What follows belongs to an exercise in optimizing a design on an open flow for small area; a production flow would make more cautious choices.
The RTL was checked by simulation tests, not by an equivalence proof against the original design.

==> 01-07: inputs <==
// hft_accelerator
module hft_accelerator #(
    parameter CLK_FREQ = 5_000_000,
    parameter BAUD_RATE = 115200
)(
    input  logic clk,
    input  logic rst,
    input  logic uart_rx,
    output logic uart_tx
);
export LEC_CHECK = 0
export CAP_MARGIN = 20
export CORE_MARGIN = 2
export CORE_UTILIZATION = 72
export SLEW_MARGIN = 20
create_clock -name core_clock -period 200.0 [get_ports {clk}]
standard.sh (not shown) runs the stock make flow with config.mk's settings and CLKGATE_MAP_FILE= SYNTH_SCRIPT=/design/flow/synth_recipe.tcl, a recipe that flattens the netlist after the stock synthesis.
==> flow/flow/run.sh <==
#!/bin/bash
# The standard layout (standard.sh) with two changes:
#  * synthesis maps combinational logic with an area-oriented ABC script and
#    without half/full-adder cell extraction (registers are unchanged);
#  * the clock tree is built from clkbuf_8 leaf buffers in small clusters,
#    without dummy loads.
set -euo pipefail
W=$(pwd)
export FLOW_SYNTH_TCL=$W/synth_recipe.tcl
export AREA_ABC_SCRIPT=$W/flow/abc_area.script
export CTS_ARGS="-sink_clustering_enable -repair_clock_nets -dont_use_dummy_load -buf_list sky130_fd_sc_hd__clkbuf_8 -root_buf sky130_fd_sc_hd__clkbuf_16 -sink_clustering_size 16 -sink_clustering_max_diameter 45"
sed -e "s|SYNTH_SCRIPT=[^ ]*|SYNTH_SCRIPT=$W/flow/area_synth.tcl ADDER_MAP_FILE=|" standard.sh > area_standard.sh
grep -q "SYNTH_SCRIPT=$W/flow/area_synth.tcl" area_standard.sh
bash area_standard.sh > flow_make.log 2>&1
==> flow/flow/abc_area.script <==
strash
&get -n
&fraig -x
&put
dc2
strash
&get -n
&dch -f
&nf -R 1000
&put
==> flow/flow/area_synth.tcl <==
# The standard synthesis (synth_recipe.tcl), except that ABC maps the
# combinational logic with an area-oriented script (flow/abc_area.script) and
# without the speed script's timing constraints. Registers are not affected:
# the flip-flop mapping and naming happen before ABC runs.
proc abc {args} {
  set out {}
  set skip 0
  foreach a $args {
    if {$skip} { set skip 0; continue }
    if {$a eq "-script" || $a eq "-constr" || $a eq "-D"} { set skip 1; continue }
    lappend out $a
  }
  if {[lsearch $out "-dff"] >= 0} { yosys abc {*}$args; return }
  yosys abc -script $::env(AREA_ABC_SCRIPT) {*}$out
}
source $::env(FLOW_SYNTH_TCL)
==> 04-04: changes against 01-07 <==
==> flow/run.sh (new file) <==
#!/bin/bash
# synth_recipe.tcl (not shown) runs the flow's synth.tcl, then flattens the netlist and writes it again
# the make line also repeats each setting of config.mk as NAME=value (left out here)
make -C /OpenROAD-flow-scripts/flow DESIGN_CONFIG=/design/flow/config.mk WORK_HOME=/design/flow/orfs CLKGATE_MAP_FILE= SYNTH_SCRIPT=/design/flow/synth_recipe.tcl finish
Settings changed: CORE_UTILIZATION 72 to 85, CTS_BUF_LIST set to sky130_fd_sc_hd__clkbuf_4, CTS_CLUSTER_DIAMETER set to 40, CTS_CLUSTER_SIZE set to 10.
removed: flow/flow/run.sh
removed: flow/flow/abc_area.script
removed: flow/flow/area_synth.tcl
removed: flow/standard.sh
==> 10-03: changes against 01-07 <==
--- a/flow/design.v
+++ b/flow/design.v
@@ -79,58 +79,49 @@
     wire s2  = s1 ^ y2 ^ ci2;
     wire co2 = (s1 & y2) | (s1 & ci2) | (y2 & ci2);
     wire bwi  = ~ph0 & c0;
     wire dd   = a ^ b ^ bwi;
     wire bwo  = (~a & b) | (~(a ^ b) & bwi);
     wire nzo  = (~ph0 & c1) | dd;
     wire kb   = K_BUY[ph];
     wire ks   = K_SELL[ph];
-    wire b1i  = ~ph0 & c1;
+    wire b1i  = ~ph0 & sub;
     wire b1o  = (~s1 & kb) | (~(s1 ^ kb) & b1i);
     wire b2i  = ~ph0 & pos;
     wire b2o  = (~s1 & ks) | (~(s1 ^ ks) & b2i);
     logic [13:0] pin;                        
     always_comb begin
         pin[0] = rx_wr ? rxs : (shift ? pr[13][31] : pr[0][31]);
         for (int k = 1; k < 13; k++)
             pin[k] = shift ? tl[k-1] : tl[k];
-        if (l_pass)      pin[13] = s2;
-        else if (d_pass) pin[13] = s1;
+        if (l_pass | d_pass) pin[13] = s2;
         else             pin[13] = shift ? pr[12][31] : pr[13][31];
     end
     for (genvar k = 0; k < 14; k++) begin : g_ring
         assign tl[k] = pr[k][31];
         always_ff @(posedge clk)
             pr[k] <= {pr[k][30:0], pin[k]};
     end
     always_ff @(posedge clk) begin
         acc[31:1] <= acc[30:0];
         if (run & (pc == 6'd3))   acc[0] <= 1'b0;
-        else if (g_add)           acc[0] <= s2;
         else if (d_pass)          acc[0] <= a27;
-        else if (div_p | mul_p)   acc[0] <= s1;
+        else if (g_add | div_p | mul_p) acc[0] <= s2;
         else                      acc[0] <= at;
         qr <= {qr[14:0], qin};
         adel <= at;
         rxs <= uart_rx;
     end
     always_ff @(posedge clk) begin
-        if (g_cmp) begin
-            c0 <= bwo;
-            c1 <= nzo;
-            if (ph31) pos <= ~dd & nzo;
-        end else if (gl) begin
-            c0 <= co1;
-            c1 <= co2;
-        end else if (d_pass | div_p | mul_p) begin
-            c0 <= co1;
-        end
+        c0 <= g_cmp ? bwo : co1;
+        c1 <= g_cmp ? nzo : co2;
+        if (g_cmp & ph31) pos <= ~dd & nzo;
         if (mlast) begin
-            c1  <= ph31 ? (~holding & b1o) : b1o;     
+            sub <= ph31 ? (~holding & b1o) : b1o;     
             pos <= ph31 ? ( holding & ~b2o) : b2o;    
         end
         if (d_pass) begin
             sub  <= 1'b1;
             alnz <= (~ph0 & alnz) | m27;
         end else if (div_p & ph31) begin
             sub <= ~s1;
         end
@@ -179,17 +170,17 @@
                     run   <= 1'b0;
                     txact <= 1'b1;
                     timer <= 6'd0;
                     bitc  <= 4'd0;
                     tx    <= 1'b0;
                 end
             end
             if (txact & ~bitc[3] & (ph == {bcnt, bitc[2:0]}))
-                nb <= (bcnt == 2'd0) ? ((bitc[2:0] == 3'd0) ? c1 :
+                nb <= (bcnt == 2'd0) ? ((bitc[2:0] == 3'd0) ? sub :
                                         (bitc[2:0] == 3'd1) ? pos : 1'b0)
                                      : acc[27];
             if (txact & t_end) begin
                 if (bitc == 4'd9) begin
                     bitc <= 4'd0;
                     if (bcnt == 2'd2) begin
                         txact <= 1'b0;
                         bcnt  <= 2'd0;
==> flow/flow/run.sh (replaced) <==
#!/bin/bash
# The standard layout (standard.sh) with two changes:
#  * synthesis maps combinational logic with an area-oriented ABC script and
#    without half/full-adder cell extraction (registers are unchanged);
#  * the clock tree is built from clkbuf_8 leaf buffers in small clusters,
#    without dummy loads.
set -euo pipefail
W=$(pwd)
export FLOW_SYNTH_TCL=$W/synth_recipe.tcl
export AREA_ABC_SCRIPT=$W/flow/abc_area.script
export CTS_ARGS="-sink_clustering_enable -repair_clock_nets -dont_use_dummy_load -buf_list sky130_fd_sc_hd__clkbuf_4 -root_buf sky130_fd_sc_hd__clkbuf_4 -sink_clustering_size 11 -sink_clustering_max_diameter 35"
sed -e "s|SYNTH_SCRIPT=[^ ]*|SYNTH_SCRIPT=$W/flow/area_synth.tcl ADDER_MAP_FILE=|" standard.sh > area_standard.sh
grep -q "SYNTH_SCRIPT=$W/flow/area_synth.tcl" area_standard.sh
bash area_standard.sh > flow_make.log 2>&1
==> flow/flow/abc_area.script (replaced) <==
strash
&get -n
&fraig -x
&deepsyn -T 60
&put
strash
&get -n
&dch -f
&nf -R 1000
&put
strash
&get -n
&dch -f
&nf -R 1000
&put
==> 12-16: changes against 01-07 <==
--- a/flow/design.v
+++ b/flow/design.v
@@ -79,58 +79,49 @@
     wire s2  = s1 ^ y2 ^ ci2;
     wire co2 = (s1 & y2) | (s1 & ci2) | (y2 & ci2);
     wire bwi  = ~ph0 & c0;
     wire dd   = a ^ b ^ bwi;
     wire bwo  = (~a & b) | (~(a ^ b) & bwi);
     wire nzo  = (~ph0 & c1) | dd;
     wire kb   = K_BUY[ph];
     wire ks   = K_SELL[ph];
-    wire b1i  = ~ph0 & c1;
+    wire b1i  = ~ph0 & sub;
     wire b1o  = (~s1 & kb) | (~(s1 ^ kb) & b1i);
     wire b2i  = ~ph0 & pos;
     wire b2o  = (~s1 & ks) | (~(s1 ^ ks) & b2i);
     logic [13:0] pin;                        
     always_comb begin
         pin[0] = rx_wr ? rxs : (shift ? pr[13][31] : pr[0][31]);
         for (int k = 1; k < 13; k++)
             pin[k] = shift ? tl[k-1] : tl[k];
-        if (l_pass)      pin[13] = s2;
-        else if (d_pass) pin[13] = s1;
+        if (l_pass | d_pass) pin[13] = s2;
         else             pin[13] = shift ? pr[12][31] : pr[13][31];
     end
     for (genvar k = 0; k < 14; k++) begin : g_ring
         assign tl[k] = pr[k][31];
         always_ff @(posedge clk)
             pr[k] <= {pr[k][30:0], pin[k]};
     end
     always_ff @(posedge clk) begin
         acc[31:1] <= acc[30:0];
         if (run & (pc == 6'd3))   acc[0] <= 1'b0;
-        else if (g_add)           acc[0] <= s2;
         else if (d_pass)          acc[0] <= a27;
-        else if (div_p | mul_p)   acc[0] <= s1;
+        else if (g_add | div_p | mul_p) acc[0] <= s2;
         else                      acc[0] <= at;
         qr <= {qr[14:0], qin};
         adel <= at;
         rxs <= uart_rx;
     end
     always_ff @(posedge clk) begin
-        if (g_cmp) begin
-            c0 <= bwo;
-            c1 <= nzo;
-            if (ph31) pos <= ~dd & nzo;
-        end else if (gl) begin
-            c0 <= co1;
-            c1 <= co2;
-        end else if (d_pass | div_p | mul_p) begin
-            c0 <= co1;
-        end
+        c0 <= g_cmp ? bwo : co1;
+        c1 <= g_cmp ? nzo : co2;
+        if (g_cmp & ph31) pos <= ~dd & nzo;
         if (mlast) begin
-            c1  <= ph31 ? (~holding & b1o) : b1o;     
+            sub <= ph31 ? (~holding & b1o) : b1o;     
             pos <= ph31 ? ( holding & ~b2o) : b2o;    
         end
         if (d_pass) begin
             sub  <= 1'b1;
             alnz <= (~ph0 & alnz) | m27;
         end else if (div_p & ph31) begin
             sub <= ~s1;
         end
@@ -179,17 +170,17 @@
                     run   <= 1'b0;
                     txact <= 1'b1;
                     timer <= 6'd0;
                     bitc  <= 4'd0;
                     tx    <= 1'b0;
                 end
             end
             if (txact & ~bitc[3] & (ph == {bcnt, bitc[2:0]}))
-                nb <= (bcnt == 2'd0) ? ((bitc[2:0] == 3'd0) ? c1 :
+                nb <= (bcnt == 2'd0) ? ((bitc[2:0] == 3'd0) ? sub :
                                         (bitc[2:0] == 3'd1) ? pos : 1'b0)
                                      : acc[27];
             if (txact & t_end) begin
                 if (bitc == 4'd9) begin
                     bitc <= 4'd0;
                     if (bcnt == 2'd2) begin
                         txact <= 1'b0;
                         bcnt  <= 2'd0;
==> flow/flow/run.sh (replaced) <==
#!/bin/bash
# The standard layout (standard.sh) with two changes:
#  * synthesis maps combinational logic with an area-oriented ABC script and
#    without half/full-adder cell extraction (registers are unchanged);
#  * the clock tree is built from clkbuf_8 leaf buffers in small clusters,
#    without dummy loads.
set -euo pipefail
W=$(pwd)
export FLOW_SYNTH_TCL=$W/synth_recipe.tcl
export AREA_ABC_SCRIPT=$W/flow/abc_area.script
export CTS_ARGS="-sink_clustering_enable -repair_clock_nets -dont_use_dummy_load -buf_list sky130_fd_sc_hd__clkbuf_4 -root_buf sky130_fd_sc_hd__clkbuf_4 -sink_clustering_size 12 -sink_clustering_max_diameter 35"
sed -e "s|SYNTH_SCRIPT=[^ ]*|SYNTH_SCRIPT=$W/flow/area_synth.tcl ADDER_MAP_FILE=|" standard.sh > area_standard.sh
grep -q "SYNTH_SCRIPT=$W/flow/area_synth.tcl" area_standard.sh
bash area_standard.sh > flow_make.log 2>&1
==> flow/flow/abc_area.script (replaced) <==
strash
&get -n
&fraig -x
&deepsyn -T 60
&put
strash
&get -n
&dch -f
&nf -R 1000
&put
strash
&get -n
&dch -f
&nf -R 1000
&put
Settings changed: CORE_UTILIZATION 72 to 60.
==> summary of the runs <==
- 10-03 completed with no timing, DRC or antenna violations. 04-04 stopped in detailed placement. 01-07 completed without violations. 12-16 completed with no timing, DRC or antenna violations.
- The lowest maximum frequency belongs to 10-03, the highest to 01-07.
- Via count: 12-16 < 10-03 < 01-07.
- Against 10-03, the register-to-register slack of 12-16 is higher by 370 ps.
- Sequential cell count is the same in 01-07 and 10-03.

port drivers added, routing unchanged:
How much do the figures lean on ideal ports? The routed layouts below were timed once more, with nothing changed but the port constraints. Step 1 sets driving cells, clkbuf_16 on the clock port and buf_2 on the other inputs (assumed; they add their load-dependent delay and slew). Step 2 moves the port delays by t, midway between the first and last clock arrival at a register: inputs arrive t later, outputs are due t later. That takes back most of the time a late clock gives input paths. Three values: ideal ports, drivers, drivers and shift; two values: the first two.
run | t (ns) | setup WS [ns] | hold slack, ns
01-07 | 0.534 | 158.671 / 158.627 / 158.188 | 0.277 / 0.277 / 0.277
10-03 | 0.684 | 158.441 / 158.402 / 158.079 | 0.273 / 0.273 / 0.273
12-16 | 0.668 | 158.511 / 158.474 / 158.187 | 0.271 / 0.271 / 0.271
After both steps every run listed still meets setup and hold. For 01-07, which loses most, drivers alone change the setup slack by -0.044 ns; drivers and shift together by -0.483 ns.
